This is an optimization exercise on Yosys and OpenROAD, whose aim is small area, not a production implementation.
At most, simulation tests tie the RTL to the original design; equivalence was not proved.
No activity file was given, so power comes from the tool's default toggle rates.

==> flow/design.v (excerpt) <==
module i2c_top(
input clk, rst, newd, op, stretch,
input [6:0] addr,
input [7:0] din,
output [7:0] dout,
output busy,ack_err,
output done,
output sda, scl
);
wire [1:0] pulse;
wire sub0, sub1, bit_end;
wire [3:0] state;
wire [3:0] bit_count;
wire [7:0] add;
wire data_bit;
wire stretching;
wire sda_m, scl_m, sda_s, scl_s;
i2c_master master (.clk(clk), .rst(rst), .newd(newd), .op(op), .addr(addr), .data_bit(data_bit),
	.dout(dout), .busy(busy), .done(done), .sda(sda), .stretching(stretching),
	.sda_drv(sda_m), .scl_drv(scl_m), .pulse_o(pulse), .sub0_o(sub0), .sub1_o(sub1), .bit_end_o(bit_end), .state_o(state),
	.bit_count_o(bit_count), .add_o(add));
i2c_Slave slave (.clk(clk), .rst(rst), .stretch(stretch), .newd(newd), .din(din), .pulse(pulse), .sub0(sub0), .sub1(sub1), .bit_end(bit_end),
	.mstate(state), .bit_count(bit_count), .add(add), .data_bit(data_bit),
	.stretching(stretching), .sda_drv(sda_s), .scl_drv(scl_s), .ack_err(ack_err));
assign sda = sda_m & sda_s;
assign scl = scl_m & scl_s;
endmodule
Size in the first run: about 1100 flip-flops.
export LEC_CHECK = 0
export ABC_AREA = 1
export CAP_MARGIN = 20
export CORE_MARGIN = 2
export CORE_UTILIZATION = 40
export PLACE_DENSITY = 0.8
export SLEW_MARGIN = 20
create_clock -name core_clock -period 10.0 [get_ports {clk}]
standard.sh (not shown) runs the stock make flow with config.mk's settings and CLKGATE_MAP_FILE= SYNTH_SCRIPT=/design/flow/synth_recipe.tcl, a recipe that flattens the netlist after the stock synthesis.
==> flow/flow/run.sh <==
#!/bin/bash
# Standard ORFS layout, with a lighter clock tree (no dummy loads, chosen
# buffer and cluster size) and the smallest buffer on the ports.
set -uo pipefail
export CTS_ARGS="-sink_clustering_enable -repair_clock_nets -dont_use_dummy_load -buf_list sky130_fd_sc_hd__clkbuf_16 -sink_clustering_size 40 -sink_clustering_max_diameter 40"
export BUFFER_PORTS_ARGS="-buffer_cell sky130_fd_sc_hd__buf_1"
bash standard.sh > standard.log 2>&1
The first run produced a clean layout.
==> next run, changes <==
==> flow/flow/run.sh (replaced) <==
#!/bin/bash
# Standard ORFS layout, with a lighter clock tree (no dummy loads, chosen
# buffer and cluster size) and the smallest buffer on the ports.
set -uo pipefail
export CTS_ARGS="-sink_clustering_enable -repair_clock_nets -dont_use_dummy_load -buf_list sky130_fd_sc_hd__clkbuf_8 -sink_clustering_size 22 -sink_clustering_max_diameter 45"
export BUFFER_PORTS_ARGS="-buffer_cell sky130_fd_sc_hd__buf_1"
bash standard.sh > standard.log 2>&1
ABC_AREA = default   (was 1)
PLACE_DENSITY = default   (was 0.8)
The changed run produced a clean layout.
First-iteration DRC count falls by 41%.
Maximum frequency falls by 7.5%.
Setup slack degrades by 0.33 ns.
Clock power falls by 34%.
Final cell count falls by 4.7%.
Combinational power falls by about 5%.
Design area falls by 3.8%.
Global-route usage falls by 1.5 points.
==> next run, changes <==
==> flow/flow/run.sh (replaced) <==
#!/bin/bash
# The standard ORFS layout with three changes:
#  - synthesis maps logic with an area-oriented ABC script (flow/area.abc);
#  - a lighter clock tree: small buffers, no dummy loads;
#  - the smallest buffer on the ports.
set -uo pipefail
HERE=$(pwd)
export AREA_ABC_SCRIPT=$HERE/flow/area.abc
export CTS_ARGS="-sink_clustering_enable -repair_clock_nets -dont_use_dummy_load -buf_list sky130_fd_sc_hd__clkbuf_4 -sink_clustering_size 12 -sink_clustering_max_diameter 40"
export BUFFER_PORTS_ARGS="-buffer_cell sky130_fd_sc_hd__buf_1"
cat flow/synth_abc.tcl synth_recipe.tcl > area_synth.tcl
sed "s#SYNTH_SCRIPT=[^ ]*#SYNTH_SCRIPT=$HERE/area_synth.tcl#" standard.sh > area_standard.sh
bash area_standard.sh > standard.log 2>&1
==> flow/flow/area.abc (new file) <==
strash
dch -f
amap
topo
==> flow/flow/synth_abc.tcl (new file) <==
# Run ORFS's abc step with an area-oriented script (flow/area.abc) in place
# of ORFS's own; everything else in the standard flow's synthesis stays as it is.
proc abc {args} {
  set i [lsearch -exact $args -script]
  if { $i >= 0 } { set args [lreplace $args $i [expr {$i + 1}] -script $::env(AREA_ABC_SCRIPT)] }
  yosys abc {*}$args
}
ABC_AREA = 1   (was default)
Setup slack is worse by 0.48 ns.
Via count grows by a few percent.
Register-to-register slack gets worse by 0.74 ns.
Clock skew came out lower by 0.0080 ns.
Sequential power barely changes.
==> next run, changes <==
==> flow/flow/run.sh (replaced) <==
#!/bin/bash
# Standard ORFS layout, with a lighter clock tree (no dummy loads, chosen
# buffer and cluster size) and the smallest buffer on the ports.
set -uo pipefail
export CTS_ARGS="-sink_clustering_enable -repair_clock_nets -dont_use_dummy_load -buf_list sky130_fd_sc_hd__clkbuf_4 -sink_clustering_size 12 -sink_clustering_max_diameter 40"
export BUFFER_PORTS_ARGS="-buffer_cell sky130_fd_sc_hd__buf_1"
bash standard.sh > standard.log 2>&1
removed: flow/flow/area.abc
removed: flow/flow/synth_abc.tcl
Area after synthesis is higher by about 1.1%.
Power is about the same.
Core utilization went down by 0.36 points.
Final area goes up by 0.87%.
==> next run, changes <==
==> flow/flow/run.sh (replaced) <==
#!/bin/bash
# The standard ORFS layout with three changes:
#  - synthesis maps logic with an area-oriented ABC script (flow/area.abc);
#  - a lighter clock tree: small buffers, no dummy loads;
#  - the smallest buffer on the ports.
set -uo pipefail
HERE=$(pwd)
export AREA_ABC_SCRIPT=$HERE/flow/area.abc
export CTS_ARGS="-sink_clustering_enable -repair_clock_nets -dont_use_dummy_load -buf_list sky130_fd_sc_hd__clkbuf_4 -sink_clustering_size 12 -sink_clustering_max_diameter 40"
export BUFFER_PORTS_ARGS="-buffer_cell sky130_fd_sc_hd__buf_1"
cat flow/synth_abc.tcl synth_recipe.tcl > area_synth.tcl
sed "s#SYNTH_SCRIPT=[^ ]*#SYNTH_SCRIPT=$HERE/area_synth.tcl#" standard.sh > area_standard.sh
bash area_standard.sh > standard.log 2>&1
==> flow/flow/area.abc (new file) <==
strash
&get -n
&deepsyn -T 60
&put
dch -f
amap
topo
==> flow/flow/synth_abc.tcl (new file) <==
# Run ORFS's abc step with an area-oriented script (flow/area.abc) in place
# of ORFS's own; everything else in the standard flow's synthesis stays as it is.
proc abc {args} {
  set i [lsearch -exact $args -script]
  if { $i >= 0 } { set args [lreplace $args $i [expr {$i + 1}] -script $::env(AREA_ABC_SCRIPT)] }
  yosys abc {*}$args
}
Result:
- wire length came out lower by 0.71%
- worst setup slack is worse by 0.59 ns
- design area shrinks by 1.3%
- critical path depth rose by 5
- via count fell by 3.8%
- synthesized cell count shrinks by 7.6%
- die area fell by 1.6%

* * *

i2c_top, a different RTL version from the one above (not shown whole).
For scale: ~1,400 cells after synthesis, roughly 1,100 flip-flops, roughly 24,000 um2 of cells after synthesis.
==> flow/design.v (excerpt) <==
module i2c_top(
input clk, rst, newd, op, stretch,
input [6:0] addr,
input [7:0] din,
output [7:0] dout,
output busy,ack_err,
output done,
output sda, scl
);
clock: 10.0 ns
lec_check: 0
cap_margin: 20
core_margin: 2
core_utilization: 40
cts_buf_list: sky130_fd_sc_hd__clkbuf_4
slew_margin: 20
run.sh (not shown) runs the stock make flow with config.mk's settings and CLKGATE_MAP_FILE= SYNTH_SCRIPT=/design/flow/synth_recipe.tcl, a recipe that flattens the netlist after the stock synthesis.
Stock flow here: none of the scripts above is used.
The first run finished with timing, DRC and antenna clean.
Then changed:
--- a/flow/config.mk
+++ b/flow/config.mk
@@ -10,3 +10,3 @@
 export CORE_UTILIZATION = 40
-export CTS_BUF_LIST = sky130_fd_sc_hd__clkbuf_4
+export CTS_BUF_LIST = sky130_fd_sc_hd__clkbuf_2
 export SLEW_MARGIN = 20
Outcome: Sequential share of layout area rose by 2.9 points. Total power fell by roughly a tenth. Die area is unchanged. Synthesized area does not change.
Function was not checked in any run of this note: the RTL went through the layout flow alone.

* * *

Setup of 06-13:
The RTL this note starts from:
==> flow/design.v <==
module i2c_master(clk, rst, newd, op, addr, stretch, stretching, data_bit, dout, busy, done,
	ack_err, sda, scl, state_o, bit_count_o, add_o, bit_end_o);
input clk, rst, op, newd, stretch;
input [6:0] addr;
input stretching;	 
input data_bit;		 
output [7:0] dout;
output busy;
output reg done, ack_err;
output reg sda, scl;	 
output [3:0] state_o, bit_count_o;
output [7:0] add_o;
output bit_end_o;
localparam IDLE = 4'd0, START = 4'd1, WRITE_ADD = 4'd2, ACK_1 = 4'd3, WRITE_DATA = 4'd4,
	ACK_2 = 4'd5, STOP = 4'd6, MASTER_NACK = 4'd7, READ_DATA = 4'd8;
reg [3:0] state;
localparam [6:0] SUB0 = 7'd1, SUB_END = 7'd93;
reg [1:0] pulse;
reg [6:0] sub;
wire sub_end = (sub == SUB_END);
wire bit_end = sub_end && (pulse == 2'd3);
wire at_phase_start = (sub == SUB0);
always @(posedge clk) begin
	if(rst || state == IDLE) begin
		pulse <= 0;
		sub <= SUB0;
	end
	else if(sub_end) begin
		pulse <= pulse + 1'b1;
		sub <= SUB0;
	end
	else
		sub <= {sub[5:0], sub[6] ^ sub[5]};
end
reg [7:0] rx_data;
reg [7:0] add;
reg [3:0] bit_count;
wire bit8 = bit_count[3];
wire add_bit = add[~bit_count[2:0]];
reg last_bit;
always @(posedge clk)
	if(state == IDLE && newd)
		add <= {addr,op};
always @(posedge clk) begin
	if(rst) begin
		state <= IDLE;
		bit_count <= 0;
		done <= 0;
		ack_err <= 0;
		rx_data <= 0;
		last_bit <= 0;
		sda <= 1;
		scl <= 0;
	end
	else begin
		done <= (state == STOP) && bit_end;
		case(state)
			IDLE: begin
				sda <= 1;
				scl <= 0;
				if(newd)
					state <= START;
			end
			START: begin
				sda <= ~pulse[1];
				scl <= ~bit_end;
				if(bit_end)
					state <= WRITE_ADD;
			end
			WRITE_ADD: begin
				if(~bit8) begin
					sda <= (pulse != 2'd0) && add_bit;
					scl <= pulse[1] && !bit_end;
					if(bit_end)
						bit_count <= bit_count + 1'b1;
				end
				else begin
					sda <= stretch | last_bit;
					scl <= 0;
					bit_count <= 0;
					state <= ACK_1;
				end
			end
			ACK_1: begin
				if(stretching) begin
					sda <= !(bit_end && !stretch) | last_bit;
					scl <= 0;
				end
				else begin
					sda <= 0;
					scl <= (pulse == 2'd0) || (pulse[1] && !bit_end);
					if(bit_end)
						state <= add[0] ? READ_DATA : WRITE_DATA;
				end
			end
			WRITE_DATA: begin
				if(~bit8) begin
					sda <= (pulse != 2'd0) && data_bit;
					scl <= pulse[1] && !bit_end;
					if(bit_end)
						bit_count <= bit_count + 1'b1;
				end
				else begin
					sda <= 0;
					scl <= 0;
					bit_count <= 0;
					state <= ACK_2;
				end
			end
			READ_DATA: begin
				if(~bit8) begin
					if(pulse != 2'd0)
						sda <= data_bit;
					if(pulse == 2'd1 && at_phase_start)
						last_bit <= data_bit;
					if(pulse == 2'd2 && at_phase_start)
						rx_data <= {rx_data[6:0], sda};
					scl <= pulse[1] && !bit_end;
					if(bit_end)
						bit_count <= bit_count + 1'b1;
				end
				else begin
					sda <= 0;
					scl <= 0;
					bit_count <= 0;
					state <= MASTER_NACK;
				end
			end
			ACK_2: begin
				sda <= 0;
				scl <= pulse[1];
				last_bit <= 0;
				if(bit_end)
					state <= STOP;
			end
			MASTER_NACK: begin
				sda <= ~bit_end;
				scl <= pulse[1];
				if(bit_end) begin
					state <= STOP;
					ack_err <= 1;
				end
			end
			STOP: begin
				sda <= pulse[1];
				scl <= ~bit_end;
				if(bit_end)
					state <= IDLE;
			end
			default: ;
		endcase
	end
end
assign dout = rx_data;
assign busy = (state != IDLE);
assign state_o = state;
assign bit_count_o = bit_count;
assign add_o = add;
assign bit_end_o = bit_end;
endmodule
module i2c_Slave(clk, rst, stretch, newd, din, mstate, bit_count, add, bit_end,
	stretching, data_bit);
input clk, rst, stretch, newd;
input [7:0] din;
input [3:0] mstate;
input [3:0] bit_count;
input [7:0] add;
input bit_end;
output reg stretching;
output data_bit;
localparam IDLE = 4'd0, START = 4'd1, WRITE_ADD = 4'd2, ACK_1 = 4'd3, WRITE_DATA = 4'd4,
	ACK_2 = 4'd5, STOP = 4'd6, MASTER_NACK = 4'd7, READ_DATA = 4'd8;
always@(posedge clk)
	if((mstate == WRITE_ADD && bit_count[3]) || (mstate == ACK_1 && bit_end))
		stretching <= stretch;
reg [6:0] pos;
reg scrub;
reg [127:0] ring [0:7];
wire hit = (pos == add[7:1]);
wire wr = hit && (mstate == ACK_2);
wire [7:0] init = {1'b0, pos};
reg [7:0] data;
integer b;
always@(posedge clk) begin
	if(rst) begin
		pos <= 0;
		scrub <= 1;
	end
	else begin
		pos <= {pos[5:0], pos[6] ^ pos[5] ^ (pos[5:0] == 6'd0)};
		if(pos == 7'd64) scrub <= 0;
	end
	for(b = 0; b < 8; b = b + 1)
		ring[b] <= {scrub ? init[b] : wr ? data[b] : ring[b][0], ring[b][127:1]};
end
always@(posedge clk)
	if(mstate == IDLE) begin
		if(newd)
			data <= din;
	end
	else if(hit && add[0])
		for(b = 0; b < 8; b = b + 1)
			data[b] <= ring[b][0];
assign data_bit = data[~bit_count[2:0]];
endmodule
`timescale 1ns / 1ps
module i2c_top(
input clk, rst, newd, op, stretch,
input [6:0] addr,
input [7:0] din,
output [7:0] dout,
output busy,ack_err,
output done,
output sda, scl
);
wire [3:0] state;
wire [3:0] bit_count;
wire [7:0] add;
wire bit_end, stretching, data_bit;
i2c_master master (.clk(clk), .rst(rst), .newd(newd), .op(op), .addr(addr), .stretch(stretch),
	.stretching(stretching), .data_bit(data_bit), .dout(dout), .busy(busy), .done(done),
	.ack_err(ack_err), .sda(sda), .scl(scl), .state_o(state), .bit_count_o(bit_count),
	.add_o(add), .bit_end_o(bit_end));
i2c_Slave slave (.clk(clk), .rst(rst), .stretch(stretch), .newd(newd), .din(din),
	.mstate(state), .bit_count(bit_count), .add(add), .bit_end(bit_end),
	.stretching(stretching), .data_bit(data_bit));
endmodule
Settings: LEC_CHECK=0, ABC_AREA=1, CAP_MARGIN=20, CORE_MARGIN=2, CORE_UTILIZATION=40, SLEW_MARGIN=20; clock period 10.0 ns.
standard.sh (not shown) runs the stock make flow with config.mk's settings and CLKGATE_MAP_FILE= SYNTH_SCRIPT=/design/flow/synth_recipe.tcl, a recipe that flattens the netlist after the stock synthesis.
==> flow/flow/run.sh <==
#!/bin/bash
# The standard ORFS layout with three changes:
#  - synthesis maps logic with an area-oriented ABC script (flow/area.abc);
#  - a lighter clock tree: small buffers, no dummy loads;
#  - the smallest buffer on the ports.
set -uo pipefail
HERE=$(pwd)
export AREA_ABC_SCRIPT=$HERE/flow/area.abc
export CTS_ARGS="-sink_clustering_enable -repair_clock_nets -dont_use_dummy_load -buf_list sky130_fd_sc_hd__clkbuf_4 -sink_clustering_size 12 -sink_clustering_max_diameter 40"
export BUFFER_PORTS_ARGS="-buffer_cell sky130_fd_sc_hd__buf_1"
cat flow/synth_abc.tcl synth_recipe.tcl > area_synth.tcl
sed "s#SYNTH_SCRIPT=[^ ]*#SYNTH_SCRIPT=$HERE/area_synth.tcl#" standard.sh > area_standard.sh
bash area_standard.sh > standard.log 2>&1
==> flow/flow/area.abc <==
strash
dch -f
amap
topo
==> flow/flow/synth_abc.tcl <==
# Run ORFS's abc step with an area-oriented script (flow/area.abc) in place
# of ORFS's own; everything else in the standard flow's synthesis stays as it is.
proc abc {args} {
  set i [lsearch -exact $args -script]
  if { $i >= 0 } { set args [lreplace $args $i [expr {$i + 1}] -script $::env(AREA_ABC_SCRIPT)] }
  yosys abc {*}$args
}
Both conditions hold for 06-13: the flow ran to the end and the final layout passed the timing, design-rule and antenna checks.
Here is what was changed in the inputs of 02-28 compared with 06-13.
-- flow/flow/area.abc --
<<< 06-13, line 2
>>> 02-28, line 2
&get -n
&deepsyn -T 60
&put
==> run summary <==
Between 06-13 and 02-28, worst setup slack is higher for 06-13, 02-28 comes in under that.
Relative contribution of sequential cells to total power came out higher on 02-28 than on 06-13.
In the tables for 06-13 and 02-28, non-clock buffer count reads lower with 02-28.
Of 06-13 and 02-28, 02-28 shows the higher clock power share, with 06-13 below it.
Between 06-13 and 02-28, the difference in number of standard cells in the layout, taps in and fillers out is negligible.
Compared with 06-13, 02-28 shows a lower combinational power share.
The synthesized cell count on 06-13 is in line with that on 02-28.
Function was not checked in any run of this note: the RTL went through the layout flow alone.

==> separate check: timing with driven ports <==
How much do the figures lean on ideal ports? The routed layouts below were timed once more, with nothing changed but the port constraints. Step 1, drivers: a clkbuf_16 drives clk and a buf_2 each remaining input, both assumed. Step 2 also shifts input and output timing later by t, the mid clock arrival at the registers, as if the neighbouring blocks saw the same clock. Slacks: ideal ports / drivers / drivers and shift; pairs: ideal ports / drivers.
run	t, ns	setup slack, ns	worst hold slack (ns)	worst setup path after step 2
the first run of note 1	0.619	5.958 / 5.905 / 6.431	0.246 / 0.246 / 0.246	input to register
the second run of note 1	0.672	5.631 / 5.580 / 6.252	0.242 / 0.242 / 0.242	register to output
the third run of note 1	0.850	5.156 / 5.105 / 5.955	0.281 / 0.281 / 0.281	register to output
the fourth run of note 1	0.836	5.733 / 5.683 / 6.355	0.256 / 0.256 / 0.256	input to register
the fifth run of note 1	0.848	5.139 / 5.092 / 5.939	0.268 / 0.268 / 0.268	register to output
the first run of note 2	0.998	5.819 / 5.768 / 6.567	0.281 / 0.281 / 0.281	input to register
the second run of note 2	1.304	5.493 / 5.444 / 6.550	0.263 / 0.263 / 0.263	input to register
06-13	0.841	5.425 / 5.383 / 6.223	0.268 / 0.268 / 0.268	register to output
02-28	0.847	4.769 / 4.721 / 5.567	0.282 / 0.282 / 0.282	register to output
After both steps every run listed still meets setup and hold.
